This is an optimization exercise on Yosys and OpenROAD, whose aim is small area, not a production implementation.
In this exercise RTL edits were held to simulation tests only and were not proved equivalent to the original.
No activity file was given, so power comes from the tool's default toggle rates.

--- flow/design.v ---
module I2C_MASTER(clk, reset, start, ready, sda_i, scl_i, sda_o, scl_o, send, datasend, sended, receive, datareceive, received);
input  wire clk;
input  wire reset;
input  wire start;
output wire ready;
input  wire sda_i;
input  wire scl_i;
output wire sda_o;
output wire scl_o;
input  wire send;
input  wire [7:0] datasend;
output wire sended;
input  wire receive;
output reg  [7:0] datareceive;
output wire received;
localparam S_PS   = 5'b00000;	 
localparam S_PST1 = 5'b00001;
localparam S_ST1  = 5'b00010;
localparam S_SEND = 5'b00011;
localparam S_WA   = 5'b00100;	 
localparam S_PST2 = 5'b00101;
localparam S_ST2  = 5'b00110;
localparam S_ACKA = 5'b00111;	 
localparam S_WGA  = 5'b01000;	 
localparam S_PST3 = 5'b01001;
localparam S_ST3  = 5'b01010;
localparam S_ACKB = 5'b01011;	 
localparam S_PR   = 5'b01100;	 
localparam S_PST4 = 5'b01101;
localparam S_ST4  = 5'b01110;
localparam S_RECV = 5'b01111;
localparam S_IDLE = 5'b10000;
localparam S_STRT = 5'b10001;
localparam S_WRST = 5'b10010;
localparam S_RST  = 5'b10011;
localparam S_STOP = 5'b10100;
reg [4:0] st;
reg       zsda;
reg       zscl;
reg       rw;
reg       ask;
reg       waitSend;
reg       waitReceive;
reg [2:0] count;
reg [7:0] delay;
reg       stateStart;
reg       receivedBit;
reg       lockReceived;
reg       lockSended;
assign sda_o    = zsda;
assign scl_o    = zscl;
assign ready    = (st == S_IDLE);
assign sended   = lockSended;
assign received = lockReceived;
wire [2:0] countDec = count - 3'd1;
localparam [7:0] D_0   = 8'h00;
localparam [7:0] D_62 = 8'h10;
localparam [7:0] D_122 = 8'hE4;
localparam [7:0] D_124 = 8'h93;
localparam [7:0] D_186 = 8'hD8;
localparam [7:0] D_248 = 8'h5E;
wire [7:0] delayInc = {delay[6:0], ~(delay[7] ^ delay[3] ^ delay[2] ^ delay[1])};
wire e0   = (delay == D_0);
wire e62  = (delay == D_62);
wire e122 = (delay == D_122);
wire e124 = (delay == D_124);
wire e186 = (delay == D_186);
wire e248 = (delay == D_248);
wire special = st[4];
wire [1:0] kind = st[3:2];
wire [1:0] phase = st[1:0];
always @(posedge clk)
begin
	if (!reset)
		stateStart <= 1'b0;
	else if (start)
		stateStart <= 1'b1;
	else if (st == S_STRT || st == S_RST)
		stateStart <= 1'b0;
end
always @(posedge clk)
begin
	if (!reset)
		begin
			st <= S_IDLE;
			zsda <= 1'b1;
			rw <= 1'b0;
			ask <= 1'b1;
			lockSended <= 1'b0;
			lockReceived <= 1'b0;
			count <= 3'd7;
			datareceive <= 8'd0;
			waitSend <= 1'b0;
			waitReceive <= 1'b0;
			receivedBit <= 1'b1;
		end
	else
		begin
			case (st)
			S_IDLE: begin
				if (stateStart)
					st <= S_STRT;
				zsda <= 1'b1;
				count <= 3'd7;
				ask <= 1'b1;
				lockSended <= 1'b0;
				lockReceived <= 1'b0;
				waitSend <= 1'b0;
				waitReceive <= 1'b0;
				receivedBit <= 1'b1;
			end
			S_STRT, S_RST: begin
				if (done)
					begin
						st <= S_PS;
						rw <= datasend[0];
					end
				zsda <= 1'b0;
				lockSended <= 1'b0;
				lockReceived <= 1'b0;
			end
			S_WRST: begin
				if (done)
					st <= S_RST;
				zsda <= 1'b1;
			end
			S_PS: begin
				if (done)
					begin
						st <= S_PST1;
						count <= countDec;
					end
				zsda <= datasend[count];
			end
			S_SEND: begin
				if (done)
					begin
						if (count == 3'd7)
							begin
								st <= S_WA;
								waitSend <= 1'b0;
								waitReceive <= 1'b0;
							end
						else
							st <= S_PS;
					end
			end
			S_WGA: begin
				zsda <= ~(waitSend | waitReceive);
				lockReceived <= 1'b1;
				if (send)
					waitSend <= 1'b1;
				if (receive)
					waitReceive <= 1'b1;
				if (done)
					begin
						st <= S_PST3;
						ask <= 1'b1;
					end
			end
			S_WA: begin
				zsda <= 1'b1;
				lockSended <= 1'b1;
				if (send)
					waitSend <= 1'b1;
				if (receive)
					waitReceive <= 1'b1;
				if (done)
					begin
						st <= S_PST2;
						ask <= 1'b1;
					end
			end
			S_ACKA, S_ACKB: begin
				if (done)
					begin
						if (ask)
							st <= S_STOP;
						else if (stateStart)
							st <= S_WRST;
						else if (rw)
							begin
								if (waitReceive)
									begin
										waitReceive <= 1'b0;
										st <= S_PR;
									end
								else
									st <= S_STOP;
							end
						else
							begin
								if (waitSend)
									begin
										waitSend <= 1'b0;
										st <= S_PS;
									end
								else
									st <= S_STOP;
							end
					end
				else if (!sda_i)
					ask <= 1'b0;
				lockSended <= 1'b0;
				lockReceived <= 1'b0;
			end
			S_PR: begin
				if (done)
					begin
						st <= S_PST4;
						receivedBit <= 1'b1;
					end
				zsda <= 1'b1;
			end
			S_RECV: begin
				if (done)
					begin
						if (count == 3'd0)
							begin
								st <= S_WGA;
								waitSend <= 1'b0;
								waitReceive <= 1'b0;
								count <= 3'd7;
							end
						else
							begin
								st <= S_PR;
								count <= countDec;
							end
						datareceive[count] <= receivedBit;
					end
				if (!sda_i)
					receivedBit <= 1'b0;
				zsda <= 1'b1;
			end
			S_PST1, S_ST1, S_PST2, S_ST2, S_PST3, S_ST3, S_PST4, S_ST4: begin
				if (done)
					st <= st + 5'd1;
			end
			S_STOP: begin
				if (done)
					st <= S_IDLE;
				zsda <= 1'b0;
			end
			default: ;
			endcase
		end
end
wire isIdle  = special & (st[2:0] == 3'b000);
wire isStart = special & (st[2:0] == 3'b001);
wire isWrst  = special & (st[2:0] == 3'b010);
wire isRst   = special & (st[2:0] == 3'b011);
wire isStop  = special & st[2];
wire isLow   = ~special & (phase == 2'd0);
wire isRel   = ~special & (phase == 2'd1);
wire isWait  = ~special & (phase == 2'd2);
wire isHigh  = ~special & (phase == 2'd3);
wire hit = (isStart & e186) | ((isWrst | isRst | isHigh) & e124) | (isStop & e248) | (isLow & e122);
wire counting = ~(isIdle | isRel | isWait);
wire done = isIdle | isRel | (isWait & scl_i) | hit;
always @(posedge clk)
begin
	if (!reset)
		delay <= D_0;
	else
		delay <= (counting & ~hit) ? delayInc : (hit & (isStart | isRst)) ? D_62 : D_0;
end
always @(negedge clk)
begin
	if (!reset)
		zscl <= 1'b1;
	else if (isLow)
		zscl <= 1'b0;
	else if (isStart)
		zscl <= zscl & ~e124;
	else if (isWrst)
		zscl <= ~e0 & (zscl | e62);
	else if (isRst)
		zscl <= zscl & ~e62;
	else if (isStop)
		zscl <= ~e0 & (zscl | e124);
	else
		zscl <= 1'b1;
end
endmodule
module I2C_SLAVE(clk, reset, sda_i, scl_i, scl_pin, m_scl_o, sda_o, datasend, sended, isD0, is16, received);
input  wire clk;
input  wire reset;
input  wire sda_i;		 
input  wire scl_i;		 
input  wire scl_pin;		 
input  wire m_scl_o;		 
output wire sda_o;
input  wire [1:0] datasend;	 
output wire sended;
output wire isD0;		 
output wire is16;		 
output wire received;
localparam S_IDLE = 4'd0;
localparam S_PR   = 4'd1;	 
localparam S_R    = 4'd2;	 
localparam S_WGA  = 4'd3;	 
localparam S_PRA  = 4'd5;	 
localparam S_RA   = 4'd6;	 
localparam S_WGAA = 4'd7;	 
localparam S_GA   = 4'd4;	 
localparam S_PS   = 4'd8;	 
localparam S_S    = 4'd9;	 
localparam S_WA   = 4'd10;	 
localparam S_A    = 4'd11;	 
localparam S_STOP = 4'd12;
localparam S_PRAH = 4'd13;	 
localparam F_IDLE = 2'd0;
localparam F_WAIT = 2'd1;
localparam F_STRT = 2'd2;
localparam F_STOP = 2'd3;
reg [3:0] st;
reg       zsda;
reg [2:0] count;
reg       lockReceived;
reg       lockSended;
reg       ack;
reg       b0;		 
reg       mAdr;		 
reg       mD0;		 
reg       m16;		 
reg [3:0] syncSda;
reg [2:0] syncScl;
reg [1:0] fsm;
reg [4:0] delay;
reg       mSclOld;	 
assign sda_o    = zsda;
assign sended   = ~lockSended;
assign received = ~lockReceived;
assign isD0     = mD0 & ~b0;
assign is16     = m16 & ~b0;
wire bottomSda = syncSda[1];
wire middleSda = syncSda[2];
wire topSda    = syncSda[3];
wire bottomScl = syncScl[1];
wire topScl    = syncScl[2];
wire sclRise   = ~topScl & bottomScl;
wire sclFall   = topScl & ~bottomScl;
always @(posedge clk)
begin
	if (!reset)
		begin
			syncSda <= 4'b1111;
			syncScl <= 3'b111;
		end
	else
		begin
			syncSda <= {syncSda[2:0], sda_i};
			syncScl <= {syncScl[1:0], scl_i};
		end
end
wire sclN = mSclOld & scl_pin;
reg [1:0] fsmN;
always @(*)
begin
	fsmN = fsm;
	case (fsm)
	F_IDLE: begin
		if (zsda)
			begin
				if ({middleSda, bottomSda, sclN} == 3'b101)
					fsmN = F_WAIT;
				else if ({middleSda, bottomSda, sclN} == 3'b011 && st != S_PS)
					fsmN = F_STOP;
			end
	end
	F_WAIT: begin
		if ({topSda, middleSda, sclN} == 3'b001)
			fsmN = F_STRT;
		else if (delay == 5'd31)
			fsmN = F_IDLE;
	end
	default:
		fsmN = F_IDLE;
	endcase
end
always @(posedge clk)
begin
	mSclOld <= m_scl_o;
	if (!reset)
		begin
			fsm <= F_IDLE;
			delay <= 5'd0;
		end
	else
		begin
			fsm <= fsmN;
			delay <= (fsm == F_WAIT) ? delay + 5'd1 : (fsm == F_IDLE) ? 5'd0 : delay;
		end
end
reg txBit;
always @(*)
begin
	case (count)
	3'd7, 3'd0: txBit = (datasend != 2'd0);
	3'd5, 3'd2: txBit = datasend[1];
	3'd3, 3'd1: txBit = (datasend == 2'd3);
	default:    txBit = 1'b0;
	endcase
end
wire [7:0] kAdr = 8'hEA;	 
wire [7:0] kD0  = 8'hD0;
wire [7:0] k16  = 8'h16;
wire first = (count == 3'd7);
wire [2:0] countDec = count - 3'd1;
always @(posedge clk)
begin
	if (!reset)
		begin
			st <= S_IDLE;
			zsda <= 1'b1;
			lockReceived <= 1'b1;
			lockSended <= 1'b1;
			count <= 3'd7;
			ack <= 1'b1;
		end
	else if (fsmN == F_STRT)
		begin
			st <= (((st == S_PRA) & done) | ((st == S_RA) & ~done)) ? S_PRAH : S_PRA;
			zsda <= 1'b1;
			count <= 3'd7;
		end
	else
		begin
			case (st)
			S_IDLE: begin
				zsda <= 1'b1;
			end
			S_PRAH: begin
				st <= S_RA;
				zsda <= 1'b1;
				lockReceived <= 1'b1;
				lockSended <= 1'b1;
			end
			S_PR, S_PRA: begin
				if (done)
					st <= st + 4'd1;
				zsda <= 1'b1;
				lockReceived <= 1'b1;
				lockSended <= 1'b1;
			end
			S_R, S_RA: begin
				if (done)
					begin
						if (count == 3'd0)
							begin
								st <= st + 4'd1;
								b0 <= topSda;
							end
						else
							begin
								st <= st - 4'd1;
								mAdr <= (first | mAdr) & (topSda == kAdr[count]);
								mD0 <= (first | mD0) & (topSda == kD0[count]);
								m16 <= (first | m16) & (topSda == k16[count]);
							end
						count <= countDec;
					end
			end
			S_PS: begin
				if (done)
					st <= S_S;
				else
					begin
						lockReceived <= 1'b1;
						lockSended <= 1'b1;
						zsda <= txBit;
					end
			end
			S_S: begin
				if (done)
					begin
						st <= (count == 3'd0) ? S_WA : S_PS;
						count <= countDec;
					end
			end
			S_WGAA: begin
				if (done)
					st <= mAdr ? S_GA : S_IDLE;
				zsda <= 1'b0;
			end
			S_WGA: begin
				if (done)
					st <= S_GA;
				lockReceived <= 1'b0;
				zsda <= 1'b0;
			end
			S_GA: begin
				if (done)
					st <= b0 ? S_PS : S_PR;
				zsda <= 1'b0;
			end
			S_WA: begin
				if (done)
					begin
						st <= S_A;
						ack <= 1'b1;
					end
				else
					begin
						zsda <= 1'b1;
						lockSended <= 1'b0;
					end
			end
			S_A: begin
				if (done)
					st <= ack ? S_STOP : S_PS;
				else if (!topSda)
					ack <= 1'b0;
			end
			S_STOP: begin
				if (fsmN == F_STOP)
					st <= S_IDLE;
				else
					begin
						lockReceived <= 1'b1;
						lockSended <= 1'b1;
					end
			end
			default: ;
			endcase
		end
end
reg done;
always @(*)
begin
	case (st)
	S_PR, S_PRA, S_PS, S_WGA, S_WGAA, S_WA:
		done = sclRise;
	S_R, S_RA, S_S, S_GA, S_A:
		done = sclFall;
	default:
		done = 1'b0;
	endcase
end
endmodule
module SLAVE_DRIVER(clk, reset, datasend, sended, isD0, is16, received);
input  wire clk;
input  wire reset;
output reg  [1:0] datasend;	 
input  wire sended;
input  wire isD0;
input  wire is16;
input  wire received;
localparam F_IDLE = 2'd0;
localparam F_RECV = 2'd1;
localparam F_SEND = 2'd2;
localparam F_WAIT = 2'd3;
localparam D_IDLE = 3'b000;
localparam D_RECV = 3'b001;
localparam D_SEND = 3'b010;
localparam D_STOP = 3'b011;
localparam D_CHIP = 3'b101;
localparam D_LOW  = 3'b110;
localparam D_HIGH = 3'b111;
reg [1:0] fsm;
reg       lastReceived;
reg       lastSended;
reg [2:0] st;
reg       lastLow;
reg [1:0] fsmN;
always @(*)
begin
	fsmN = fsm;
	case (fsm)
	F_IDLE: begin
		case ({lastReceived, received, lastSended, sended})
		4'b0100: fsmN = F_RECV;
		4'b0001: fsmN = F_SEND;
		default: ;
		endcase
	end
	F_RECV, F_SEND:
		fsmN = F_WAIT;
	F_WAIT: begin
		if ({lastReceived, received, lastSended, sended} == 4'b0000)
			fsmN = F_IDLE;
	end
	endcase
end
always @(posedge clk)
begin
	if (!reset)
		begin
			lastReceived <= 1'b0;
			lastSended <= 1'b0;
			fsm <= F_IDLE;
		end
	else
		begin
			fsm <= fsmN;
			lastReceived <= received;
			lastSended <= sended;
		end
end
wire other = (st == D_RECV) & ~isD0 & ~is16;
always @(posedge clk)
begin
	if (!reset)
		begin
			datasend <= 2'd0;
			st <= D_IDLE;
			lastLow <= 1'b0;
		end
	else
		begin
			if (st[2])
				datasend <= st[1:0];
			else if (other)
				datasend <= 2'd0;
			if (st == D_LOW)
				lastLow <= 1'b1;
			else if ((st == D_HIGH) | other)
				lastLow <= 1'b0;
			case (st)
			D_IDLE:
				st <= (fsmN == F_RECV) ? D_RECV : (fsmN == F_SEND) ? D_SEND : D_IDLE;
			D_RECV:
				st <= isD0 ? D_CHIP : is16 ? D_LOW : D_STOP;
			D_SEND:
				st <= lastLow ? D_HIGH : D_STOP;
			D_STOP:
				st <= D_IDLE;
			default:
				st <= D_STOP;
			endcase
		end
end
endmodule
module I2C_MASTER_SLAVE(
	clk,
	reset,
	start,
	ready,
	send,
	datasend,
	sended,
	receive,
	datareceive,
	received,
	sda_i,
	scl_i,
	sda_o,
	scl_o
);
input	wire clk;
input	wire reset;
input	wire start;
output	wire ready;
input	wire send;
input	wire [7:0] datasend;
output	wire sended;
input	wire receive;
output	wire [7:0] datareceive;
output	wire received;
input	wire sda_i;
input	wire scl_i;
output	wire sda_o;
output	wire scl_o;
wire m_sda_o;
wire s_sda_o;
assign sda_o = m_sda_o & s_sda_o;
wire sda = sda_o & sda_i;
wire scl = scl_o & scl_i;
wire [1:0] slv_datasend;
wire slv_sended;
wire slv_isD0;
wire slv_is16;
wire slv_received;
I2C_MASTER I2C_MASTER(
	.clk(clk),
	.reset(reset),
	.start(start),
	.ready(ready),
	.sda_i(sda),
	.scl_i(scl),
	.sda_o(m_sda_o),
	.scl_o(scl_o),
	.send(send),
	.datasend(datasend),
	.sended(sended),
	.receive(receive),
	.datareceive(datareceive),
	.received(received)
);
I2C_SLAVE I2C_SLAVE(
	.clk(clk),
	.reset(reset),
	.sda_i(sda),
	.scl_i(scl),
	.scl_pin(scl_i),
	.m_scl_o(scl_o),
	.sda_o(s_sda_o),
	.datasend(slv_datasend),
	.sended(slv_sended),
	.isD0(slv_isD0),
	.is16(slv_is16),
	.received(slv_received)
);
SLAVE_DRIVER SLAVE_DRIVER(
	.clk(clk),
	.reset(reset),
	.datasend(slv_datasend),
	.sended(slv_sended),
	.isD0(slv_isD0),
	.is16(slv_is16),
	.received(slv_received)
);
endmodule
--- flow/flow/run.sh ---
#!/bin/bash
# Own layout flow: the standard ORFS flow, with
#  - synthesis: the standard script, but the combinational logic mapped by an
#    area-oriented ABC script (flow/area.abc) and no half/full adder extraction,
#  - port buffers: the smallest buffer (sky130_fd_sc_hd__buf_1),
# everything else as standard.sh does it. Each tool's output goes to the ORFS
# logs (orfs/logs/...); make's own output goes to flow.log here.
set -euo pipefail
W=$(pwd)
sed 's|log_cmd abc {\*}\$abc_args|set i [lsearch $abc_args -script]; lset abc_args [expr {$i+1}] '"$W"'/flow/area.abc\n  log_cmd abc {*}$abc_args|' \
  "$FLOW_HOME/scripts/synth.tcl" > "$W/own_synth_body.tcl"
grep -q "flow/area.abc" "$W/own_synth_body.tcl"
sed 's|source \$::env(SCRIPTS_DIR)/synth.tcl|source '"$W"'/own_synth_body.tcl|' synth_recipe.tcl > "$W/own_synth.tcl"
grep -q "own_synth_body.tcl" "$W/own_synth.tcl"
sed -E 's|SYNTH_SCRIPT=[^ ]+|SYNTH_SCRIPT='"$W"'/own_synth.tcl ADDER_MAP_FILE= '"'"'BUFFER_PORTS_ARGS=-buffer_cell sky130_fd_sc_hd__buf_1'"'"'|' standard.sh > "$W/own_standard.sh"
grep -q "own_synth.tcl" "$W/own_standard.sh"
cat "$W/own_standard.sh" > "$W/own_standard.log"
bash "$W/own_standard.sh" > "$W/flow.log" 2>&1
--- flow/flow/area.abc ---
strash
dc2
dch -f
map -a
topo
--- flow/standard.sh ---
#!/bin/bash
# synth_recipe.tcl (not shown) runs the flow's synth.tcl, then flattens the netlist and writes it again
# the make line also repeats each setting of config.mk as NAME=value (left out here)
make -C /OpenROAD-flow-scripts/flow DESIGN_CONFIG=/design/flow/config.mk WORK_HOME=/design/flow/orfs CLKGATE_MAP_FILE= SYNTH_SCRIPT=/design/flow/synth_recipe.tcl "${@:-finish}"
--- flow/config.mk ---
export PLATFORM = sky130hd
export DESIGN_NAME = I2C_MASTER_SLAVE
export DESIGN_NICKNAME = I2C_MASTER_SLAVE
export VERILOG_FILES = /design/flow/design.v
export SDC_FILE = /design/flow/constraint.sdc
export NUM_CORES = 4
export LEC_CHECK = 0
export CAP_MARGIN = 20
export CORE_MARGIN = 2
export CORE_UTILIZATION = 40
export CTS_BUF_LIST = sky130_fd_sc_hd__clkbuf_8
export PLACE_DENSITY = 0.6
export SLEW_MARGIN = 20
--- flow/constraint.sdc ---
create_clock -name core_clock -period 10.0 [get_ports {clk}]
set_input_delay 2.0000 -clock core_clock [delete_from_list [all_inputs] [get_ports {clk}]]
set_output_delay 2.0000 -clock core_clock [all_outputs]
set_load 0.01 [all_outputs]
==> results of run 1 <==
## metrics by stage
stage / hold WS [ns] / instance area (um^2) / setup slack [ns] / power (mW) / util, %
final: 0.413 / 4120 / 2.02 / 1.05 / 46.8
after global routing: 0.423 / 4120 / 1.97 / 1.14 / 46.8
after CTS: 0.418 / 4120 / 2.01 / 1.05 / 46.8
after detailed placement: 0.400 / 3930 / 2.40 / 0.816 / 44.6
after global placement: 0.397 / 3930 / 2.41 / 0.816 / 44.6
after floorplan: 0.393 / 3680 / 2.58 / 0.714 / -
## logic make-up (layout without fill, tap and decap cells)
kind of cell | count (synthesis) | count (layout)
and+or+nand+nor | 223 | 223
DFF | 74 | 74
xor gates and xnor gates | 3 | 3
AOI/OAI and AO/OA | 140 | 140
buffers and inverters | 87 | 132
## flip-flops by register name (all words and copies together) (netlist names), 2 cells and up
name                    flops
SLAVE_DRIVER.datasend       2
SLAVE_DRIVER.fsm            2
I2C_SLAVE.fsm               2
I2C_SLAVE.delay             5
I2C_MASTER.st               5
I2C_SLAVE.st                4
I2C_SLAVE.count             3
SLAVE_DRIVER.st             3
I2C_SLAVE.syncScl           3
I2C_MASTER.datareceive      8
I2C_SLAVE.syncSda           4
I2C_MASTER.delay            8
I2C_MASTER.count            3
## layer usage
metal  GRT usage (%)  up-vias
met2            31.7      120
li1                -     1926
met1            24.4     1670
met4            8.01        0
met3            3.27       20
met5               0        -
## final cells by class
type                            instances  area share [%]
Clock buffer                            9            3.00
Clock inverter                          8            1.76
Inverter                               86            7.83
Multi-Input combinational cell        366            44.4
Sequential cell                        74            36.9
Tap cell                              108            3.28
Timing Repair Buffer                   29            2.82
## worst reg2reg max path: cells and delay by family, from the launching register on
family	cells	cell delay, ns
flops	1	0.41
compound gates	1	0.07
simple gates	7	1.31
buf+inv	3	0.47
## where the power goes
part	leakage [nW]	internal [mW]	switching (mW)
clock network	0.102	0.115	0.117
logic	0.679	0.131	0.276
registers	0.607	0.354	0.0578
## cells in the final DEF, fill, tap and decap left out, types with 3 or more instances in the layout
| cell | count |
|---|---|
| sky130_fd_sc_hd__a31oi_1 | 10 |
| sky130_fd_sc_hd__a21oi_1 | 48 |
| sky130_fd_sc_hd__o211ai_1 | 7 |
| sky130_fd_sc_hd__o22ai_1 | 3 |
| sky130_fd_sc_hd__edfxtp_1 | 4 |
| sky130_fd_sc_hd__o41ai_1 | 3 |
| sky130_fd_sc_hd__clkbuf_8 | 9 |
| sky130_fd_sc_hd__a211oi_1 | 4 |
| sky130_fd_sc_hd__a32oi_1 | 4 |
| sky130_fd_sc_hd__o21ai_0 | 36 |
| sky130_fd_sc_hd__dfxtp_1 | 70 |
| sky130_fd_sc_hd__nand2_1 | 45 |
| sky130_fd_sc_hd__buf_1 | 27 |
| sky130_fd_sc_hd__nor3_1 | 24 |
| sky130_fd_sc_hd__xor2_1 | 3 |
| sky130_fd_sc_hd__o31ai_1 | 4 |
| sky130_fd_sc_hd__a22oi_1 | 6 |
| sky130_fd_sc_hd__nor2_1 | 111 |
| sky130_fd_sc_hd__nor4_1 | 10 |
| sky130_fd_sc_hd__nand4_1 | 5 |
| sky130_fd_sc_hd__nand3_1 | 22 |
| sky130_fd_sc_hd__or2_2 | 4 |
| sky130_fd_sc_hd__clkinv_1 | 87 |
## worst max-delay path by stage
stage               cells after the start  endpoint  slack, ns
CTS                                     1     scl_o       2.01
finish                                  1     scl_o       2.02
global placement                        1     scl_o       2.41
floorplan                               0     scl_o       2.58
global route                            1     scl_o       1.97
detailed placement                      1     scl_o       2.40
==> run summary, run 1 <==
die width 99.9 um; count of filler cells inserted in the layout 916; Multi-input gate area 1830 um^2; DRC errors left 0; Routed met3 length 463 um; highest ir drop seen on vdd 0.132 mV; CTS root buf sky130_fd_sc_hd__clkbuf_8; total number of vias 3736; Synth async-reset ratio 0%; warning count from the yosys run 3; share of synthesized cell area in and, or, nand and nor gates 25.8%; initial antenna violation count 0; uppermost signal routing layer after detailed routing met4; number of buffers added by the clock tree synthesis step 9; static leakage 1.39 nW; share of synthesized area spent on multiplexers 0%; kind of cell with the highest combined delay on the critical path flip-flops; worst hold path cell count 1; total routing usage reported by global routing a little under a fifth; share of cells above drive strength 1 4.20%; Remaining Overflow, GRT 0; slowest CP cell sky130_fd_sc_hd__dfxtp_1; number of iterations in the first detailed-routing pass 5; Placer Congestion 0.895; final-report hold violation count 0; post-synth top area share 38.1%; register area share after synthesis 41.3%; clock tree from TritonCTS done; element type at the critical path end output pin; area used by sequential logic in the layout 1520 um^2; number of global-route vias before repair 3465; remaining max-slew budget at the tightest pin 53.5%; post_cts resized 0; adder and majority cell fraction of the synthesized area 0%; Iter 0 DRT Violations 185; setup repair after global routing missed its margin false; class of the worst hold path reg -> reg; Top FF cell, synth sky130_fd_sc_hd__dfxtp_1; synthesis-to-finish area growth 12.1%; share of the synthesized netlist area taken by xor and xnor gates less than 1%; antenna diode instance count 0; global-route wire length before repair 15600 um; number of routed nets with antenna violations 0; worst-path fanout max 7; effective utilization at floorplan between 40% and 50%; buffers and inverters on the worst path 1; power density over the cells 255 nW/um^2; DRT Wirelength 9060 um; synthesized instance count ~530; placed insts 664; Metal-1 WL 4130 um; top cells by area in the synthesized netlist sky130_fd_sc_hd__dfxtp_1, sky130_fd_sc_hd__nor2_1, sky130_fd_sc_hd__clkinv_1, sky130_fd_sc_hd__a21oi_1, sky130_fd_sc_hd__o21ai_0; total of max-cap violations 0; clock transition at the registers of the reported paths 0.07 ns; start point of the worst hold path I2C_SLAVE.syncScl[0]; critical path cell sequence buf_1; Avg Vias per Cell 5.49; Clock Path Buffers 2; routed length on met2 4300 um; source of the worst register-to-register timing path I2C_MASTER.zscl; count of cell types in the netlist 33; Compound-Gate Fraction of Synth Area a little under a quarter; startpoint of the most critical setup path I2C_MASTER.zscl; clock latency on the worst-skew pair 0.37 ns; die height 99.9 um; placeable core area between 8000 and 9000 um^2; deepest level of the CTS H-tree 3; worst hold path endpoint I2C_SLAVE.syncScl[1]; kind of critical path reg -> out; DIE AREA 9980 um^2; standard-cell row count 34; longest individual stage delay on the worst path 0.41 ns; worst-case reg-to-reg path depth 11; largest family of logic cells by synthesized area simple AND/OR/NAND/NOR gates; setup bufs post-CTS 0; ranking of synthesized cells by instance count sky130_fd_sc_hd__nor2_1, sky130_fd_sc_hd__clkinv_1, sky130_fd_sc_hd__dfxtp_1; net count of the mapped netlist between 500 and 600; result of the run finished clean; Port Buf Inserts 27; Post-synth EDFFs 4; total of flip-flops plus latches after synthesis 74; clk sink count 74; detailed placer's ending HPWL 6750 um; skew final 0.0311 ns; # hold bufs at CTS 0; Tightest Pin Transition about 0.69 ns; arrival time of the worst setup path between 5 and 6 ns; Register-to-Register Setup Slack 2.60 ns; top cell type by total area after synthesis sky130_fd_sc_hd__dfxtp_1; num ports 28; Total Neg Setup Slack 0 ns; number of setup violations in the final report 0; most common cell in the synthesized netlist sky130_fd_sc_hd__nor2_1; r2r endpoint I2C_MASTER.datareceive[5]; Post-Synthesis Mean Instance Area 6.98 um^2; worst path required time 8.00 ns; final routed wire length divided by cell count 13.3 um; final cell count without fillers 680; NumNets Final 582; type of element launching the critical path flop; Syn Std Cell Area about 3700 um^2; maximum number of pins on one net before global-route repair 36; Max Transition Viols Final 0
==> inputs of run 2 (changes only) <==
==> flow/flow/run.sh (replaced) <==
#!/bin/bash
# Own layout flow: the standard ORFS flow (standard.sh's make command), with
#  - synthesis: the standard script, but the combinational logic mapped by an
#    area-oriented ABC script (flow/area.abc) and no half/full adder extraction,
#  - port buffers: the smallest buffer (sky130_fd_sc_hd__buf_1),
#  - the extra make variables in flow/extra.mk (one VAR=value per line).
# Each tool's output goes to the ORFS logs (orfs/logs/...); make's own output
# goes to flow.log here.
set -euo pipefail
W=$(pwd)
sed 's|log_cmd abc {\*}\$abc_args|set i [lsearch $abc_args -script]; lset abc_args [expr {$i+1}] '"$W"'/flow/area.abc\n  log_cmd abc {*}$abc_args|' \
  "$FLOW_HOME/scripts/synth.tcl" > "$W/own_synth_body.tcl"
grep -q "flow/area.abc" "$W/own_synth_body.tcl"
sed 's|source \$::env(SCRIPTS_DIR)/synth.tcl|source '"$W"'/own_synth_body.tcl|' synth_recipe.tcl > "$W/own_synth.tcl"
grep -q "own_synth_body.tcl" "$W/own_synth.tcl"
# standard.sh with our synthesis script and extra variables
python3 - "$W" <<'PY'
import shlex, sys, re
w = sys.argv[1]
s = open(f"{w}/standard.sh").read()
extra = ["ADDER_MAP_FILE=", "BUFFER_PORTS_ARGS=-buffer_cell sky130_fd_sc_hd__buf_1"]
try:
    extra += [l.strip() for l in open(f"{w}/flow/extra.mk") if l.strip() and not l.startswith("#")]
except FileNotFoundError:
    pass
add = " ".join(shlex.quote(x) for x in extra)
s2 = re.sub(r"SYNTH_SCRIPT=\S+", lambda m: f"SYNTH_SCRIPT={w}/own_synth.tcl {add}", s, count=1)
assert s2 != s
open(f"{w}/own_standard.sh", "w").write(s2)
PY
cp "$W/own_standard.sh" "$W/own_standard.log"
bash "$W/own_standard.sh" > "$W/flow.log" 2>&1
==> flow/flow/extra.mk (new file) <==
CTS_ARGS=-sink_clustering_enable -repair_clock_nets -dont_use_dummy_load -buf_list sky130_fd_sc_hd__clkbuf_8
==> run 2 against run 1 <==
Effect of this change: worst setup slack improved by 0.0076 ns; flip-flop and latch count unchanged; combinational power is essentially flat; core utilization decreased by 0.78 points; non-clock buffer count stayed put; power is 5.0% lower; synthesized area did not move; largest power group unchanged.
==> run summary, run 2 <==
power density over the cells 246 nW/um^2; placeable core area 8810 um^2; largest family of logic cells by synthesized area simple AND/OR/NAND/NOR gates; Register-to-Register Setup Slack between 2 and 3 ns; register area share after synthesis approximately 41%; Remaining Overflow, GRT 0; most frequent cells in the layout sky130_fd_sc_hd__nor2_1, sky130_fd_sc_hd__clkinv_1, sky130_fd_sc_hd__dfxtp_1, sky130_fd_sc_hd__a21oi_1, sky130_fd_sc_hd__nand2_1; critical path cell sequence buf_1; Synth async-reset ratio 0%; Avg Vias per Cell 5.51; final-report hold violation count 0; source of the worst register-to-register timing path I2C_MASTER.zscl; count of cell types in the netlist 33; clock latency on the worst-skew pair between 0.3 and 0.4 ns; number of iterations in the first detailed-routing pass 5; post_cts resized 0; worst-case reg-to-reg path depth 11; setup repair after global routing missed its margin false; global-route wire length before repair 15600 um; share of synthesized cell area in and, or, nand and nor gates 25.8%; class of the worst hold path reg -> reg; number of setup violations in the final report 0; setup bufs post-CTS 0; highest ir drop seen on vdd roughly 0.14 mV; most common cell in the synthesized netlist sky130_fd_sc_hd__nor2_1; # hold bufs at CTS 0; r2r endpoint I2C_MASTER.datareceive[5]; remaining max-slew budget at the tightest pin between 50% and 60%; number of buffers added by the clock tree synthesis step 9; buffers and inverters on the worst path 1; worst path required time 8.00 ns; Clock Path Buffers 2; top cell type by total area after synthesis sky130_fd_sc_hd__dfxtp_1; element type at the critical path end output pin; Final WS setup around 2 ns; most common library cell in the layout ignoring fill and taps sky130_fd_sc_hd__nor2_1; post-place setup slack 2.40 ns; startpoint of the most critical setup path I2C_MASTER.zscl; skew final ~0.035 ns; net count of the mapped netlist between 500 and 600; maximum number of pins on one net before global-route repair 36; Post-Synthesis Mean Instance Area 6.98 um^2; share of cells above drive strength 1 3.19%; standard-cell row count 34; Syn Std Cell Area 3680 um^2; longest individual stage delay on the worst path 0.41 ns; Tightest Pin Transition between 0.7 and 0.8 ns; Compound-Gate Fraction of Synth Area 23.3%; Placer Congestion around 0.9; number of global-route vias before repair 3502; ranking of synthesized cells by instance count sky130_fd_sc_hd__nor2_1, sky130_fd_sc_hd__clkinv_1, sky130_fd_sc_hd__dfxtp_1; DRC errors left 0; total of max-cap violations 0; share of the synthesized netlist area taken by xor and xnor gates 0.714%; antenna diode instance count 0; clock tree from TritonCTS done; top cells by area in the synthesized netlist sky130_fd_sc_hd__dfxtp_1, sky130_fd_sc_hd__nor2_1, sky130_fd_sc_hd__clkinv_1, sky130_fd_sc_hd__a21oi_1, sky130_fd_sc_hd__o21ai_0; Power Total 0.998 mW; synthesized instance count 527; share of the core filled with cells 46.1%; warning count from the yosys run 3; kind of cell with the highest combined delay on the critical path flip-flops; NumNets Final 582; num ports 28; synthesis-to-finish area growth 10.2%; adder and majority cell fraction of the synthesized area 0%; result of the run finished clean; total routing usage reported by global routing 19.1%; total of flip-flops plus latches after synthesis 74; share of synthesized area spent on multiplexers 0%; clock transition at the registers of the reported paths 0.06 ns; final routed wire length divided by cell count 13.5 um; initial antenna violation count 0; static leakage 1.35 nW; Port Buf Inserts 27; DIE AREA 9980 um^2; type of element launching the critical path flop; slowest CP cell sky130_fd_sc_hd__dfxtp_1; Largest regs I2C_MASTER.datareceive (8), I2C_MASTER.delay (8); CTS root buf sky130_fd_sc_hd__clkbuf_8; die width ~100 um; Max Transition Viols Final 0; Iter 0 DRT Violations 186; die height 99.9 um; effective utilization at floorplan a little over two fifths; Top FF cell, synth sky130_fd_sc_hd__dfxtp_1; capture point of the worst path scl_o; logic depth of the worst setup path including buffers 1; worst-path fanout max 7; count of filler cells inserted in the layout between 900 and 1000; clk sink count 74; deepest level of the CTS H-tree 3; arrival time of the worst setup path roughly 6.0 ns; DRT Wirelength ~9000 um; post-synth top area share 38.1%; Total Neg Setup Slack 0 ns; kind of critical path reg -> out; total number of vias 3708; detailed placer's ending HPWL around 6800 um; Post-synth EDFFs 4; number of routed nets with antenna violations 0
==> run 2: changes by cell type in the layout (fill, tap and decap cells not counted), sizes merged <==
| cell | before | now |
|---|---|---|
| clkinvlp | 1 | 0 |
| inv | 2 | 0 |
| clkinv | 90 | 87 |
| bufinv | 1 | 0 |
==> run 2: routing by layer <==
| layer | vias to the layer above | part of all wire (%) | track usage [%] |
|---|---|---|---|
| met5 | - | 0 | 0 |
| met4 | 0 | 1.7 | 8.11 |
| met3 | 15 | 5.6 | 3.34 |
| met2 | 113 | 47 | 31.9 |
| met1 | 1664 | 45 | 24.3 |
| li1 | 1916 | - | - |
==> run 2: per-stage QoR <==
stage	hold WS, ns	cell area (um^2)	std cells
after global routing	0.420	4060	673
after CTS	0.414	4060	673
after global placement	0.397	3930	664
after detailed placement	0.400	3930	664
after floorplan	0.393	3680	527
final	0.410	4060	673
==> run 2: layout make-up <==
type / instances / area [um^2] / share of cell area, %
well taps: 108 / 135 / 3.33
inverters: 86 / 323 / 7.96
repair buffers: 29 / 116 / 2.87
multi-input cells: 366 / 1830 / 45.2
clock buffers: 9 / 124 / 3.05
flip-flops and latches: 74 / 1520 / 37.5
clock inverters: 1 / 3.75 / 0.0926
==> run 2: logic make-up after synthesis <==
logic type / after synthesis
flops: 74
xor+xnor: 3
compound gates: 140
simple gates: 223
buf+inv: 87
==> run 2: how the worst min path moves through the flow <==
stage                     cells after the start  slack (ns)                 start                   end
after detailed placement                      1        0.40  I2C_SLAVE.syncScl[0]  I2C_SLAVE.syncScl[1]
final                                         1        0.41  I2C_SLAVE.syncScl[0]  I2C_SLAVE.syncScl[1]
after CTS                                     1        0.41  I2C_SLAVE.syncScl[0]  I2C_SLAVE.syncScl[1]
after global routing                          1        0.42  I2C_SLAVE.syncSda[0]  I2C_SLAVE.syncSda[1]
after floorplan                               1        0.39  I2C_SLAVE.syncScl[0]  I2C_SLAVE.syncScl[1]
after global placement                        1        0.40  I2C_SLAVE.syncScl[0]  I2C_SLAVE.syncScl[1]
==> run 2: where the power goes <==
group	internal, mW	switching, mW
registers	0.354	0.0572
clock network	0.0809	0.0980
logic	0.131	0.278
==> inputs of run 3 (changes only) <==
==> flow/flow/extra.mk (replaced) <==
CTS_ARGS=-sink_clustering_enable -repair_clock_nets -dont_use_dummy_load -buf_list sky130_fd_sc_hd__clkbuf_16 -sink_clustering_size 40 -sink_clustering_max_diameter 400
==> run 3 against run 2 <==
Effect of this change: die area unchanged; synthesized area unchanged; wire length is 0.22% higher.
==> run summary, run 3 <==
result of the run finished clean; standard-cell row count 34; routing usage on met3 4.46%; count of cell types in the netlist 33; start point of the worst hold path I2C_SLAVE.syncScl[0]; worst path required time 8.00 ns; antenna diode instance count 0; Power Internal 0.643 mW; Placer Congestion 0.895; number of routed nets with antenna violations 0; Clock Path Buffers 2; share of cells above drive strength 1 roughly 3.2%; total number of vias 3725; Final WS setup 2.03 ns; number of global-route vias before repair 3487; worst-case reg-to-reg path depth 11; Iter 0 DRT Violations 188; final-report hold violation count 0; static leakage 1.40 nW; total of max-cap violations 0; post-synth top area share between 30% and 40%; final routed wire length divided by cell count 13.5 um; Port Buf Inserts 27; power density over the cells 261 nW/um^2; switching power 0.441 mW; Top FF cell, synth sky130_fd_sc_hd__dfxtp_1; element type at the critical path end output pin; # hold bufs at CTS 0; top cells by area in the synthesized netlist sky130_fd_sc_hd__dfxtp_1, sky130_fd_sc_hd__nor2_1, sky130_fd_sc_hd__clkinv_1, sky130_fd_sc_hd__a21oi_1, sky130_fd_sc_hd__o21ai_0; NumNets Final 582; total routing usage reported by global routing 19.2%; top cell type by total area after synthesis sky130_fd_sc_hd__dfxtp_1; share of the core filled with cells between 40 and 50%; number of setup violations in the final report 0; Post-synth EDFFs 4; deepest level of the CTS H-tree 3; most common library cell in the layout ignoring fill and taps sky130_fd_sc_hd__nor2_1; clk sink count 74; placeable core area about 9000 um^2; total of flip-flops plus latches after synthesis 74; r2r endpoint I2C_MASTER.datareceive[5]; global-route wire length before repair 15600 um; skew final 0.0526 ns; effective utilization at floorplan 41.8%; Avg Vias per Cell 5.53; setup repair after global routing missed its margin false; Tightest Pin Transition 0.697 ns; type of element launching the critical path flop; combinational power share 37.6%; startpoint of the most critical setup path I2C_MASTER.zscl; DRT Wirelength just over 9000 um; Largest regs I2C_MASTER.datareceive (8), I2C_MASTER.delay (8); DIE AREA 9980 um^2; global-route layer with the greatest usage met2; CTS root buf sky130_fd_sc_hd__clkbuf_16; part of the power in the clock network between 20 and 25%; Remaining Overflow, GRT 0; synthesized instance count 527; DRC errors left 0; Max Transition Viols Final 0; detailed placer's ending HPWL 6750 um; initial antenna violation count 0; worst-path fanout max 7; switching power share of the total between 40 and 50%; register area share after synthesis between 40% and 50%; clock transition at the registers of the reported paths 0.05 ns; logic depth of the worst setup path including buffers 1; die height 99.9 um; Sequential Power Share 37.9%; die width 99.9 um; num ports 28; warning count from the yosys run 3; critical path cell sequence buf_1; met2 Usage GRT 32.1%; buffers and inverters on the worst path 1; most frequent cells in the layout sky130_fd_sc_hd__nor2_1, sky130_fd_sc_hd__clkinv_1, sky130_fd_sc_hd__dfxtp_1, sky130_fd_sc_hd__a21oi_1, sky130_fd_sc_hd__nand2_1; longest individual stage delay on the worst path 0.41 ns; Register-to-Register Setup Slack 2.59 ns; kind of critical path reg -> out; Syn Std Cell Area between 3000 and 4000 um^2; highest ir drop seen on vdd about 0.17 mV; setup bufs post-CTS 0; synthesis-to-finish area growth 13.0%; post_cts resized 0; class of the worst hold path reg -> reg; net count of the mapped netlist 542; met1 demand-to-capacity share in global routing 24.3%; capture point of the worst path scl_o; clock latency on the worst-skew pair 0.36 ns; arrival time of the worst setup path 5.97 ns; ranking of synthesized cells by instance count sky130_fd_sc_hd__nor2_1, sky130_fd_sc_hd__clkinv_1, sky130_fd_sc_hd__dfxtp_1; slowest CP cell sky130_fd_sc_hd__dfxtp_1; most common cell in the synthesized netlist sky130_fd_sc_hd__nor2_1; Total Neg Setup Slack 0 ns; number of iterations in the first detailed-routing pass 5; Post-Synthesis Mean Instance Area 6.98 um^2; remaining max-slew budget at the tightest pin 53.3%; post-place setup slack 2.40 ns; clock tree from TritonCTS done; source of the worst register-to-register timing path I2C_MASTER.zscl; number of buffers added by the clock tree synthesis step 9; maximum number of pins on one net before global-route repair 36; kind of cell with the highest combined delay on the critical path flip-flops; Synth async-reset ratio 0%
[run 3: kinds of logic (layout without fill, tap and decap cells)]
kind of cell | after synthesis | count (layout) | share of synthesized area (%)
and+or+nand+nor | 223 | 223 | 25.8
AOI/OAI and AO/OA | 140 | 140 | 23.3
buffers and inverters | 87 | 125 | 8.87
DFF | 74 | 74 | 41.3
xor gates and xnor gates | 3 | 3 | 0.714
[run 3: metal layers]
metal / wire [um] / up-vias
li1: - / 1920
met1: 4160 / 1685
met2: 4350 / 100
met3: 456 / 20
met4: 148 / 0
met5: 0 / -
[run 3: area by class of cell]
| cell class | count | area (um^2) |
|---|---|---|
| Clock buffer | 9 | 225 |
| Clock inverter | 1 | 3.75 |
| Fill cell | 900 | 4650 |
| Inverter | 86 | 323 |
| Multi-Input combinational cell | 366 | 1830 |
| Sequential cell | 74 | 1520 |
| Tap cell | 108 | 135 |
| Timing Repair Buffer | 29 | 116 |
[run 3: power by group through the flow]
| stage | sequential, mW | combinational (mW) | clock [mW] |
|---|---|---|---|
| 2_1_floorplan | 0.402 | 0.311 | 0.00136 |
| 3_3_place_gp | 0.417 | 0.397 | 0.00136 |
| 3_5_place_dp | 0.416 | 0.399 | 0.00136 |
| 4_1_cts | 0.411 | 0.403 | 0.272 |
| 5_1_grt | 0.420 | 0.465 | 0.287 |
| 6_report | 0.411 | 0.408 | 0.265 |
[run 3: stage by stage]
step / std cells / cell area (um^2) / power, mW / hold WS [ns]
2_1_floorplan: 527 / 3680 / 0.714 / 0.393
4_1_cts: 673 / 4160 / 1.09 / 0.411
6_report: 673 / 4160 / 1.08 / 0.407
3_5_place_dp: 664 / 3930 / 0.816 / 0.400
3_3_place_gp: 664 / 3930 / 0.816 / 0.397
5_1_grt: 673 / 4160 / 1.17 / 0.416
[run 3: worst min-delay path by stage]
stage | end | slack [ns] | cells after the start
2_1_floorplan | I2C_SLAVE.syncScl[1] | 0.39 | 1
3_3_place_gp | I2C_SLAVE.syncScl[1] | 0.40 | 1
3_5_place_dp | I2C_SLAVE.syncScl[1] | 0.40 | 1
4_1_cts | I2C_SLAVE.syncScl[1] | 0.41 | 1
5_1_grt | I2C_SLAVE.syncSda[1] | 0.42 | 1
6_report | I2C_SLAVE.syncScl[1] | 0.41 | 1
==> inputs of run 4 (changes only) <==
==> flow/flow/run.sh (replaced) <==
#!/bin/bash
# Own layout flow: the standard ORFS flow (the make command of standard.sh),
# changed in these ways only:
#  - synthesis: the standard synthesis script, except that the
#    combinational logic is mapped by area-oriented ABC scripts (flow/abc/*.abc)
#    and half/full adders are not extracted. Every script is tried (synthesis
#    only, in try_<name>/) and the one giving the smallest cell area is used.
#    Registers are the same whichever script is used (ABC maps only logic).
#  - port buffers: the smallest buffer (sky130_fd_sc_hd__buf_1),
#  - extra make variables from flow/extra.mk (one VAR=value per line).
# Tool output: ORFS logs under orfs/logs/ (and try_*/logs/); make's own output
# in flow.log and try_<name>.log here.
set -euo pipefail
W=$(pwd)

make_script() {  # $1 = ABC script name: writes synth_$1.tcl
  sed 's|log_cmd abc {\*}\$abc_args|set i [lsearch $abc_args -script]; lset abc_args [expr {$i+1}] '"$W"'/flow/abc/'"$1"'.abc\n  log_cmd abc {*}$abc_args|' \
    "$FLOW_HOME/scripts/synth.tcl" > "$W/synth_body_$1.tcl"
  grep -q "flow/abc/$1.abc" "$W/synth_body_$1.tcl"
  sed 's|source \$::env(SCRIPTS_DIR)/synth.tcl|source '"$W"'/synth_body_'"$1"'.tcl|' synth_recipe.tcl > "$W/synth_$1.tcl"
  grep -q "synth_body_$1.tcl" "$W/synth_$1.tcl"
}

make_cmd() {  # $1 = ABC script name, $2 = WORK_HOME, $3 = output file
  python3 - "$W" "$1" "$2" "$3" <<'PY'
import shlex, sys, re
w, name, home, out = sys.argv[1:]
s = open(f"{w}/standard.sh").read()
extra = ["ADDER_MAP_FILE=", "BUFFER_PORTS_ARGS=-buffer_cell sky130_fd_sc_hd__buf_1"]
try:
    extra += [l.strip() for l in open(f"{w}/flow/extra.mk") if l.strip() and not l.startswith("#")]
except FileNotFoundError:
    pass
add = " ".join(shlex.quote(x) for x in extra)
s2 = re.sub(r"SYNTH_SCRIPT=\S+", lambda m: f"SYNTH_SCRIPT={w}/synth_{name}.tcl {add}", s, count=1)
assert s2 != s
if home:
    s3 = re.sub(r"WORK_HOME=\S+", lambda m: f"WORK_HOME={home}", s2, count=1)
    assert s3 != s2
    s2 = s3
open(out, "w").write(s2)
PY
}

names=()
for f in "$W"/flow/abc/*.abc; do
  n=$(basename "$f" .abc)
  names+=("$n")
  make_script "$n"
  make_cmd "$n" "$W/try_$n" "$W/try_$n.sh"
done

# try every script (synthesis only), four at a time
pids=()
for n in "${names[@]}"; do
  bash "$W/try_$n.sh" synth > "$W/try_$n.log" 2>&1 &
  pids+=($!)
  if (( ${#pids[@]} >= ${NUM_CORES:-4} )); then wait "${pids[0]}" || true; pids=("${pids[@]:1}"); fi
done
for p in "${pids[@]}"; do wait "$p" || true; done

best=""
bestarea=""
for n in "${names[@]}"; do
  r="$W/try_$n/reports/$FLOW_PLATFORM/I2C_MASTER_SLAVE/base/synth_stat.txt"
  [[ -f "$r" ]] || continue
  a=$(grep -E "Chip area for module" "$r" | tail -1 | awk '{print $NF}')
  echo "$n $a" >> "$W/try_areas.txt"
  if [[ -z "$best" ]] || python3 -c "import sys; sys.exit(0 if float('$a') < float('$bestarea') else 1)"; then
    best=$n; bestarea=$a
  fi
done
[[ -n "$best" ]]
echo "chosen $best $bestarea" >> "$W/try_areas.txt"

make_cmd "$best" "" "$W/own_standard.sh"
bash "$W/own_standard.sh" > "$W/flow.log" 2>&1
==> flow/flow/abc/b1.abc (new file) <==
strash
dc2
dch -f
map -a
topo
==> flow/flow/abc/c10.abc (new file) <==
strash
dc2
dch -f
map -a
strash
dc2
dch -f
map -a
strash
dc2
dch -f
map -a
strash
dc2
dch -f
map -a
strash
dc2
dch -f
map -a
topo
==> flow/flow/abc/c11.abc (new file) <==
strash
dc2
dch -f
map -a
mfs -a
strash
dc2
dch -f
map -a
topo
==> flow/flow/abc/c12.abc (new file) <==
strash
ifraig
dc2
dch -f
map -a
strash
dc2
dch -f
map -a
strash
dc2
dch -f
map -a
topo
==> flow/flow/abc/c13.abc (new file) <==
strash
dc2
dch -f
map -a
mfs -a
strash
dc2
dch -f
map -a
mfs -a
strash
dc2
dch -f
map -a
topo
==> flow/flow/abc/c8.abc (new file) <==
strash
dc2
dch -f
map -a
strash
dc2
dch -f
map -a
strash
dc2
dch -f
map -a
topo
==> flow/flow/extra.mk (replaced) <==
CTS_ARGS=-sink_clustering_enable -repair_clock_nets -dont_use_dummy_load -buf_list sky130_fd_sc_hd__clkbuf_8
removed: flow/flow/area.abc
==> run 4 against run 3 <==
Effect of this change: still clean on timing, DRC and antenna; core utilization shrank 1.9 points; sequential power is about 20% lower; synthesized cell count down 6.6%; clock power decreased by 32%; hold slack gained 0.0067 ns; flip-flop and latch count is the same; wire length decreased by 3.7%; largest cell class unchanged; highest routed layer unchanged.
==> run summary, run 4 <==
Sequential Power Share 54.5%; post-synth top area share between 30% and 40%; top cell type by total area after synthesis sky130_fd_sc_hd__dfxtp_1; Largest regs I2C_MASTER.datareceive (8), I2C_MASTER.delay (8); most frequent cells in the layout sky130_fd_sc_hd__nor2_1, sky130_fd_sc_hd__clkinv_1, sky130_fd_sc_hd__dfxtp_1, sky130_fd_sc_hd__a21oi_1, sky130_fd_sc_hd__nand2_1; maximum number of pins on one net before global-route repair 33; clock transition at the registers of the reported paths 0.07 ns; DRC errors left 0; met1 demand-to-capacity share in global routing 26.5%; ranking of synthesized cells by instance count sky130_fd_sc_hd__nor2_1, sky130_fd_sc_hd__clkinv_1, sky130_fd_sc_hd__dfxtp_1; total routing usage reported by global routing 19.4%; remaining max-slew budget at the tightest pin 52.2%; most common cell in the synthesized netlist sky130_fd_sc_hd__nor2_1; Avg Vias per Cell 5.50; Post-Synthesis Mean Instance Area 7.22 um^2; effective utilization at floorplan between 40% and 50%; clock latency on the worst-skew pair 0.37 ns; Placer Congestion approximately 0.91; number of buffers added by the clock tree synthesis step 9; NumNets Final between 500 and 600; met2 Usage GRT 30.1%; final routed wire length divided by cell count around 14 um; total of flip-flops plus latches after synthesis 74; setup repair after global routing missed its margin false; total number of vias 3512; num ports 28; Post-synth EDFFs 4; post_cts resized 0; most common library cell in the layout ignoring fill and taps sky130_fd_sc_hd__nor2_1; element type at the critical path end output pin; number of setup violations in the final report 0; Tightest Pin Transition 0.698 ns; result of the run finished clean; setup bufs post-CTS 0; number of iterations in the first detailed-routing pass 5; number of global-route vias before repair 3295; kind of cell with the highest combined delay on the critical path flip-flops; CTS root buf sky130_fd_sc_hd__clkbuf_8; buffers and inverters on the worst path 1; deepest level of the CTS H-tree 3; worst path required time ~8.0 ns; Total Neg Setup Slack 0 ns; Synth async-reset ratio 0%; Port Buf Inserts 27; Power Total 0.604 mW; share of cells above drive strength 1 ~3.2%; critical path cell sequence buf_1; DRT Wirelength 8770 um; antenna diode instance count 0; die height 98.3 um; Iter 0 DRT Violations around 170; part of the power in the clock network 29.7%; Clock Path Buffers 2; total of max-cap violations 0; clock tree from TritonCTS done; Top FF cell, synth sky130_fd_sc_hd__dfxtp_1; DIE AREA 9650 um^2; final-report hold violation count 0; share of the core filled with cells a little under half; switching power share of the total slightly below 30%; arrival time of the worst setup path 5.94 ns; power density over the cells 154 nW/um^2; routing usage on met3 4.29%; longest individual stage delay on the worst path around 0.4 ns; type of element launching the critical path flop; skew final 0.0357 ns; global-route wire length before repair 15300 um; class of the worst hold path reg -> reg; count of cell types in the netlist 31; clk sink count 74; kind of critical path reg -> out; detailed placer's ending HPWL ~6500 um; synthesis-to-finish area growth 10.6%; combinational power share 15.7%; number of routed nets with antenna violations 0; net count of the mapped netlist slightly above 500; global-route layer with the greatest usage met2; die width 98.3 um; static leakage 1.33 nW; initial antenna violation count 0; slowest CP cell sky130_fd_sc_hd__dfxtp_1; Syn Std Cell Area 3550 um^2; Max Transition Viols Final 0; warning count from the yosys run 3; synthesized instance count 492; switching power 0.179 mW; highest ir drop seen on vdd 0.0877 mV; register area share after synthesis between 40% and 50%; # hold bufs at CTS 0; placeable core area 8680 um^2; Power Internal 0.424 mW; Remaining Overflow, GRT 0; top cells by area in the synthesized netlist sky130_fd_sc_hd__dfxtp_1, sky130_fd_sc_hd__nor2_1, sky130_fd_sc_hd__clkinv_1, sky130_fd_sc_hd__a21oi_1, sky130_fd_sc_hd__o21ai_0; Register-to-Register Setup Slack approximately 2.8 ns; worst-path fanout max 6; standard-cell row count 34
[run 4: cell types whose count changed after synthesis, moves of 4 or more]
cell / before / now
sky130_fd_sc_hd__nor2_1: 111 / 91
sky130_fd_sc_hd__clkinv_1: 87 / 76
sky130_fd_sc_hd__a31oi_1: 10 / 15
sky130_fd_sc_hd__a41oi_1: 0 / 4
sky130_fd_sc_hd__nand3_1: 22 / 18
[run 4: cell type report]
type / count / area (um^2)
flip-flops and latches: 74 / 1520
repair buffers: 29 / 116
clock buffers: 9 / 124
fillers: 909 / 4750
well taps: 108 / 135
inverters: 75 / 282
clock inverters: 1 / 3.75
multi-input cells: 342 / 1750
[run 4: worst paths after layout]
| check | start | endpoint | depth (start not counted) |
|---|---|---|---|
| worst max register to register | I2C_MASTER.zscl | I2C_MASTER.datareceive[6] | 8 |
| worst min register to register | I2C_SLAVE.syncScl[0] | I2C_SLAVE.syncScl[1] | 1 |
| worst max-delay path | I2C_MASTER.zscl | scl_o | 1 |
| worst min-delay path | I2C_SLAVE.syncScl[0] | I2C_SLAVE.syncScl[1] | 1 |
[run 4: per-stage QoR]
stage	hold WS, ns	instance area, um^2	cells	setup WS [ns]
2_1_floorplan	0.393	3550	492	2.59
3_3_place_gp	0.408	3800	629	2.38
3_5_place_dp	0.409	3800	629	2.38
4_1_cts	0.421	3930	638	2.04
5_1_grt	0.436	3930	638	1.99
6_report	0.413	3930	638	2.06
[run 4: power groups by stage]
stage / clock network, mW / registers, mW / logic [mW]
floorplan: 0.00136 / 0.332 / 0.0691
global placement: 0.00136 / 0.335 / 0.0933
detailed placement: 0.00136 / 0.335 / 0.0936
CTS: 0.187 / 0.329 / 0.0938
global route: 0.200 / 0.332 / 0.109
finish: 0.180 / 0.329 / 0.0949
[run 4: cells by family (layout without fill, tap and decap cells)]
kind of cell           Yosys count  after routing  synth area share [%]
AND/OR/NAND/NOR                196            196                  23.7
AO/OA/AOI/OAI                  143            143                  24.7
buffers and inverters           76            114                  8.03
flip-flops                      74             74                  42.8
XOR/XNOR                         3              3                 0.740
[run 4: metal layers]
metal | vias to the layer above | wire length [um]
met1 | 1545 | 4260
met2 | 124 | 3910
met5 | - | 0
li1 | 1830 | -
met4 | 0 | 123
met3 | 13 | 472
==> inputs of run 5 (changes only) <==
--- a/flow/design.v
+++ b/flow/design.v
@@ -323,5 +323,4 @@
 reg       b0;		 
-reg       mAdr;		 
-reg       mD0;		 
-reg       m16;		 
+reg       match;	 
+reg       cand;		 
 reg [3:0] syncSda;
@@ -334,4 +333,4 @@
 assign received = ~lockReceived;
-assign isD0     = mD0 & ~b0;
-assign is16     = m16 & ~b0;
+assign isD0     = match & cand & ~b0;
+assign is16     = match & ~cand & ~b0;
 wire bottomSda = syncSda[1];
@@ -409,2 +408,3 @@
 wire first = (count == 3'd7);
+wire kBit = st[2] ? kAdr[count] : cand ? kD0[count] : k16[count];
 wire [2:0] countDec = count - 3'd1;
@@ -457,5 +457,9 @@
 								st <= st - 4'd1;
-								mAdr <= (first | mAdr) & (topSda == kAdr[count]);
-								mD0 <= (first | mD0) & (topSda == kD0[count]);
-								m16 <= (first | m16) & (topSda == k16[count]);
+								if (first)
+									begin
+										match <= ~st[2] | topSda;
+										cand <= topSda;
+									end
+								else
+									match <= match & (topSda == kBit);
 							end
@@ -483,3 +487,3 @@
 				if (done)
-					st <= mAdr ? S_GA : S_IDLE;
+					st <= match ? S_GA : S_IDLE;
 				zsda <= 1'b0;
==> run 5 against run 4 <==
Effect of this change: still clean; first-iteration DRC count is 42% higher; core utilization is 0.072 points lower; sequential share of layout area is 0.70 points lower; count of clock-buffer cells in the layout stayed put.
==> run summary, run 5 <==
result of the run finished clean; power density over the cells roughly 190 nW/um^2; type of element launching the critical path flop; slowest CP cell sky130_fd_sc_hd__dfxtp_1; worst path required time 8.00 ns; setup repair after global routing missed its margin false; post-synth top area share between 30% and 40%; element type at the critical path end output pin; DRT Wirelength a little over 9000 um; effective utilization at floorplan 41.0%; maximum number of pins on one net before global-route repair 31; placeable core area 8680 um^2; most frequent cells in the layout sky130_fd_sc_hd__nor2_1, sky130_fd_sc_hd__clkinv_1, sky130_fd_sc_hd__dfxtp_1, sky130_fd_sc_hd__nand2_1, sky130_fd_sc_hd__a21oi_1; total of max-cap violations 0; Syn Std Cell Area between 3000 and 4000 um^2; total number of vias 3643; Post-Synthesis Mean Instance Area 6.93 um^2; longest individual stage delay on the worst path about 0.42 ns; Post-synth EDFFs 3; final-report hold violation count 0; most common library cell in the layout ignoring fill and taps sky130_fd_sc_hd__nor2_1; highest ir drop seen on vdd between 0.08 and 0.09 mV; count of cell types in the netlist 28; Clock Path Buffers 2; clock transition at the registers of the reported paths 0.08 ns; worst-case reg-to-reg path depth 6; Sequential Power Share roughly 47%; number of routed nets with antenna violations 0; CTS root buf sky130_fd_sc_hd__clkbuf_8; kind of cell with the highest combined delay on the critical path flip-flops; setup bufs post-CTS 0; Power Internal ~0.47 mW; synthesis-to-finish area growth 10.3%; worst-path fanout max 7; final design area excluding fillers 3920 um^2; remaining max-slew budget at the tightest pin 35.7%; most common cell in the synthesized netlist sky130_fd_sc_hd__nor2_1; Avg Vias per Cell 5.54; switching power 0.279 mW; switching power share of the total 37.3%; logic depth of the worst setup path including buffers 1; Port Buf Inserts 27; Total Neg Setup Slack 0 ns; # hold bufs at CTS 0; total of flip-flops plus latches after synthesis 73; arrival time of the worst setup path 5.98 ns; die height 98.3 um; Placer Congestion between 0.9 and 1; clk sink count between 70 and 80; buffers and inverters on the worst path 1; antenna diode instance count 0; register area share after synthesis 42.0%; number of buffers added by the clock tree synthesis step 9; clock tree from TritonCTS done; post_cts resized 0; final routed wire length divided by cell count roughly 14 um; ranking of synthesized cells by instance count sky130_fd_sc_hd__nor2_1, sky130_fd_sc_hd__clkinv_1, sky130_fd_sc_hd__dfxtp_1; die width a little under 100 um; combinational power share 28.7%; DIE AREA ~9700 um^2; detailed placer's ending HPWL ~6800 um; NumNets Final 567; Largest regs I2C_MASTER.datareceive (8), I2C_MASTER.delay (8); skew final 0.0473 ns; Synth async-reset ratio 0%; standard-cell row count 34; post-place instance area around 3800 um^2; initial antenna violation count 0; kind of critical path reg -> out; worst hold path cell count 1; global-route wire length before repair 15600 um; deepest level of the CTS H-tree 3; top cell type by total area after synthesis sky130_fd_sc_hd__dfxtp_1; part of the power in the clock network between 20 and 25%; synthesized instance count a little over 500; top cells by area in the synthesized netlist sky130_fd_sc_hd__dfxtp_1, sky130_fd_sc_hd__nor2_1, sky130_fd_sc_hd__clkinv_1, sky130_fd_sc_hd__a21oi_1, sky130_fd_sc_hd__o21ai_0; clock latency on the worst-skew pair 0.38 ns; share of cells above drive strength 1 2.91%; number of iterations in the first detailed-routing pass 5; num ports 28; critical path cell sequence buf_1; class of the worst hold path reg -> reg; warning count from the yosys run 3; total routing usage reported by global routing about a fifth; number of setup violations in the final report 0; Tightest Pin Transition 0.958 ns; Top FF cell, synth sky130_fd_sc_hd__dfxtp_1; number of global-route vias before repair 3494; Max Transition Viols Final 0; static leakage 1.36 nW; net count of the mapped netlist around 530; Remaining Overflow, GRT 0; Iter 0 DRT Violations 246; DRC errors left 0
[run 5: kinds of logic after synthesis]
| kind of cell | count (synthesis) | share of synthesized area [%] |
|---|---|---|
| compound gates | 138 | 22.9 |
| simple gates | 217 | 26.0 |
| xor+xnor | 1 | 0.246 |
| buf+inv | 84 | 8.87 |
| flops | 73 | 42.0 |
[run 5: layer usage]
layer | vias to the layer above | wire (um) | track usage [%]
li1 | 1856 | - | -
met1 | 1653 | 4220 | 24.5
met2 | 115 | 4380 | 33.1
met3 | 19 | 490 | 3.58
met4 | 0 | 155 | 8.11
met5 | - | 0 | 0
[run 5: layout make-up]
| type | instances | area (um^2) |
|---|---|---|
| fillers | 937 | 4760 |
| flip-flops and latches | 73 | 1490 |
| multi-input cells | 356 | 1750 |
| clock inverters | 1 | 3.75 |
| repair buffers | 28 | 109 |
| clock buffers | 9 | 124 |
| inverters | 83 | 312 |
| well taps | 108 | 135 |
[run 5: worst paths after layout]
check	from	endpoint	slack (ns)
max	I2C_MASTER.zscl	scl_o	2.02
min	I2C_SLAVE.syncScl[0]	I2C_SLAVE.syncScl[1]	0.43
max reg2reg	I2C_MASTER.zscl	I2C_MASTER.st[0]	2.91
min reg2reg	I2C_SLAVE.syncScl[0]	I2C_SLAVE.syncScl[1]	0.43
[run 5: per-stage QoR]
| step | setup slack [ns] | utilization [%] | std cells | power (mW) | hold WS, ns |
|---|---|---|---|---|---|
| after floorplan | 2.58 | - | 513 | 0.509 | 0.393 |
| after global placement | 2.39 | 43.8 | 649 | 0.567 | 0.394 |
| after detailed placement | 2.36 | 43.8 | 649 | 0.569 | 0.398 |
| after CTS | 1.99 | 45.2 | 658 | 0.749 | 0.438 |
| after global routing | 1.95 | 45.2 | 658 | 0.798 | 0.458 |
| final | 2.02 | 45.2 | 658 | 0.748 | 0.426 |
[run 5: power by group through the flow]
stage	Clock, mW	Sequential, mW	Combinational [mW]
2_1_floorplan	0.00136	0.352	0.156
3_3_place_gp	0.00136	0.359	0.207
3_5_place_dp	0.00136	0.358	0.210
4_1_cts	0.187	0.352	0.211
5_1_grt	0.199	0.357	0.241
6_report	0.181	0.352	0.215
